Source: an optimization exercise on an open RTL-to-GDS flow (aim: small area and a short achievable clock period). Production flows keep margins and buffers that such runs may drop. Only simulation tests tie the RTL to the original design; equivalence was not proved. No activity file was given, so power comes from the tool's default toggle rates.

## spi
module spi(MOSI, SS_n, clk, rst_n, MISO);
	input MOSI, SS_n, clk, rst_n;
	output MISO;
	wire [7:0] wr_addr, wr_data, rd_addr, rd_data;
	spi_slave_interface slave(.MOSI(MOSI), .SS_n(SS_n), .clk(clk), .rst_n(rst_n), .MISO(MISO),
		.wr_addr(wr_addr), .wr_data(wr_data), .rd_addr(rd_addr), .rd_data(rd_data));
	ram mem(.clk(clk), .rst_n(rst_n), .wr_addr(wr_addr), .wr_data(wr_data), .rd_addr(rd_addr), .rd_data(rd_data));
endmodule
Size in the first run: roughly 2600 cells after synthesis, ~2100 flip-flops, roughly 5 I/O pins, ~0.048 mm^2 of cells after synthesis.
==> module spi_slave_interface, before the edit <==
module spi_slave_interface(MOSI, SS_n, clk, rst_n, MISO, wr_addr, wr_data, rd_addr, rd_data);
	input MOSI, SS_n, clk, rst_n;
	output reg MISO;
	output reg [7:0] wr_addr, wr_data, rd_addr;
	input [7:0] rd_data;
	reg [4:0] cnt;
	reg [8:0] sh;
	reg at11;
	reg [7:0] waddr;
	wire [7:0] byte_in = {sh[6:0], MOSI};
	always @(posedge clk) begin
		sh <= {sh[7:0], MOSI};
		if (~rst_n || SS_n) cnt <= 0;
		else cnt <= cnt + 1'b1;
		at11 <= rst_n && ~SS_n && (cnt == 5'd10);
		MISO <= rd_data[3'd3 - cnt[2:0]];
	end
	always @(posedge clk) begin
		if (~rst_n) waddr <= 0;
		else if (at11 && sh[8:7] == 2'b00) waddr <= byte_in;
	end
	always @(posedge clk) begin
		if (at11 && sh[8:7] == 2'b01) begin
			wr_addr <= waddr;
			wr_data <= byte_in;
		end
		if (at11 && sh[8:7] == 2'b10) rd_addr <= byte_in;
	end
endmodule
==> module ram, before the edit <==
module ram(clk, rst_n, wr_addr, wr_data, rd_addr, rd_data);
	input clk, rst_n;
	input [7:0] wr_addr, wr_data, rd_addr;
	output reg [7:0] rd_data;
	reg [2:0] ph;
	reg [7:0] tap;
	wire wr_hit = (ph == wr_addr[2:0]);
	wire rd_hit = (ph - 3'd2 == rd_addr[2:0]);
	always @(posedge clk) begin
		ph <= ph + 1'b1;	 
	end
	genvar j, r;
	generate
		for (j = 0; j < 8; j = j + 1) begin : plane
			wire [31:0] f0;
			for (r = 0; r < 32; r = r + 1) begin : rg
				reg [7:0] f;
				always @(posedge clk) begin
					f[7:1] <= f[6:0];
					f[0] <= (wr_hit && wr_addr[7:3] == r) ? wr_data[j] : f[7];
				end
				assign f0[r] = f[0];
			end
			always @(posedge clk) begin
				tap[j] <= f0[rd_addr[7:3]];
				if (rd_hit) rd_data[j] <= tap[j];
			end
		end
	endgenerate
endmodule
==> module spi, before the edit <==
module spi(MOSI, SS_n, clk, rst_n, MISO);
	input MOSI, SS_n, clk, rst_n;
	output MISO;
	wire [7:0] wr_addr, wr_data, rd_addr, rd_data;
	spi_slave_interface slave(.MOSI(MOSI), .SS_n(SS_n), .clk(clk), .rst_n(rst_n), .MISO(MISO),
		.wr_addr(wr_addr), .wr_data(wr_data), .rd_addr(rd_addr), .rd_data(rd_data));
	ram mem(.clk(clk), .rst_n(rst_n), .wr_addr(wr_addr), .wr_data(wr_data), .rd_addr(rd_addr), .rd_data(rd_data));
endmodule
export LEC_CHECK = 0
export CAP_MARGIN = 20
export CORE_MARGIN = 2
export CORE_UTILIZATION = 40
export CTS_CLUSTER_DIAMETER = 100
export CTS_CLUSTER_SIZE = 30
export SETUP_SLACK_MARGIN = 3.5
export SLEW_MARGIN = 20
create_clock -name core_clock -period 5.5 [get_ports {clk}]
run.sh (not shown) runs the stock make flow with config.mk's settings and CLKGATE_MAP_FILE= SYNTH_SCRIPT=/design/flow/synth_recipe.tcl, a recipe that flattens the netlist after the stock synthesis.
Edit:
==> flow/design.v (replaced) <==
module spi_slave_interface(MOSI, SS_n, clk, rst_n, MISO, word, waddr, ld_wd, ld_ra, rd_data);
	input MOSI, SS_n, clk, rst_n;
	output reg MISO;
	output [7:0] word;
	output reg [7:0] waddr;
	output ld_wd, ld_ra;
	input [7:0] rd_data;
	reg [4:0] cnt;
	reg [8:0] sh;
	reg at11;
	assign word = {sh[6:0], MOSI};
	assign ld_wd = at11 && sh[8:7] == 2'b01;
	assign ld_ra = at11 && sh[8:7] == 2'b10;
	always @(posedge clk) begin
		sh <= {sh[7:0], MOSI};
		if (~rst_n || SS_n) cnt <= 0;
		else cnt <= cnt + 1'b1;
		at11 <= rst_n && ~SS_n && (cnt == 5'd10);
		MISO <= rd_data[3'd3 - cnt[2:0]];
	end
	always @(posedge clk) begin
		if (~rst_n) waddr <= 0;
		else if (at11 && sh[8:7] == 2'b00) waddr <= word;
	end
endmodule
module ram(clk, word, waddr, ld_wd, ld_ra, rd_data);
	input clk;
	input [7:0] word, waddr;
	input ld_wd, ld_ra;
	output reg [7:0] rd_data;
	reg [7:0] wa, wd, ra;
	reg [3:0] ph;
	reg wr_hit;
	reg [1:0] half [0:7];
	wire [7:0] wa_n = ld_wd ? waddr : wa;
	wire [3:0] ph_rd = ph - 4'd2;
	wire rd_hit = (ph_rd[2:0] == ra[2:0]);
	always @(posedge clk) begin
		ph <= ph + 1'b1;	 
		wa <= wa_n;
		if (ld_wd) wd <= word;
		if (ld_ra) ra <= word;
		wr_hit <= (ph[2:0] + 3'd1 == wa_n[2:0]);
	end
	genvar j, r;
	generate
		for (j = 0; j < 8; j = j + 1) begin : plane
			wire [31:0] f0;
			wire wbit = wd[j] ^ ph[3];
			for (r = 0; r < 32; r = r + 1) begin : rg
				reg [7:0] f;
				always @(posedge clk) begin
					f[7:1] <= f[6:0];
					f[0] <= (wr_hit && wa[7:3] == r) ? wbit : ~f[7];
				end
				assign f0[r] = f[0];
			end
			always @(posedge clk) begin
				half[j][0] <= f0[{1'b0, ra[6:3]}];
				half[j][1] <= f0[{1'b1, ra[6:3]}];
				if (rd_hit) rd_data[j] <= half[j][ra[7]] ^ ph_rd[3];
			end
		end
	endgenerate
endmodule
module spi(MOSI, SS_n, clk, rst_n, MISO);
	input MOSI, SS_n, clk, rst_n;
	output MISO;
	wire [7:0] word, waddr, rd_data;
	wire ld_wd, ld_ra;
	spi_slave_interface slave(.MOSI(MOSI), .SS_n(SS_n), .clk(clk), .rst_n(rst_n), .MISO(MISO),
		.word(word), .waddr(waddr), .ld_wd(ld_wd), .ld_ra(ld_ra), .rd_data(rd_data));
	ram mem(.clk(clk), .word(word), .waddr(waddr), .ld_wd(ld_wd), .ld_ra(ld_ra), .rd_data(rd_data));
endmodule
=> Count of clock-buffer cells in the layout came out higher by 2; clock skew rises by 0.014 ns; worst setup slack gains 0.11 ns; area after synthesis hardly moves; critical path depth went down by 4; final cell count went up slightly; clock power increases by a few percent; register-to-register slack gains 0.28 ns; final area went down slightly; wire length increases slightly; sequential power barely changes; via count goes up slightly; total power climbs slightly; utilization falls by 0.34 points.

## static timing again, ports no longer ideal
How much do the figures lean on ideal ports? The routed layouts below were timed once more, with nothing changed but the port constraints. Step 1, drivers: a clkbuf_16 drives clk and a buf_2 each remaining input, both assumed. Step 2 times the ports against the registers' clock, not the clock port: input delays grow and output delays shrink by t, the midpoint of the rising clock arrivals with the driver on. a / b / c = no drivers / after step 1 / after step 2; a / b = the first two.
run	t (ns)	setup slack, ns	hold slack, ns	worst setup path at the end
the first run	0.728	3.181 / 3.181 / 3.139	0.324 / 0.324 / 0.324	input to register
the second run	0.719	3.287 / 3.225 / 3.265	0.310 / 0.310 / 0.310	input to register
After both steps every run listed still meets setup and hold. For the first run, which loses most, drivers alone change the setup slack by 0.000 ns; drivers and shift together by -0.042 ns.
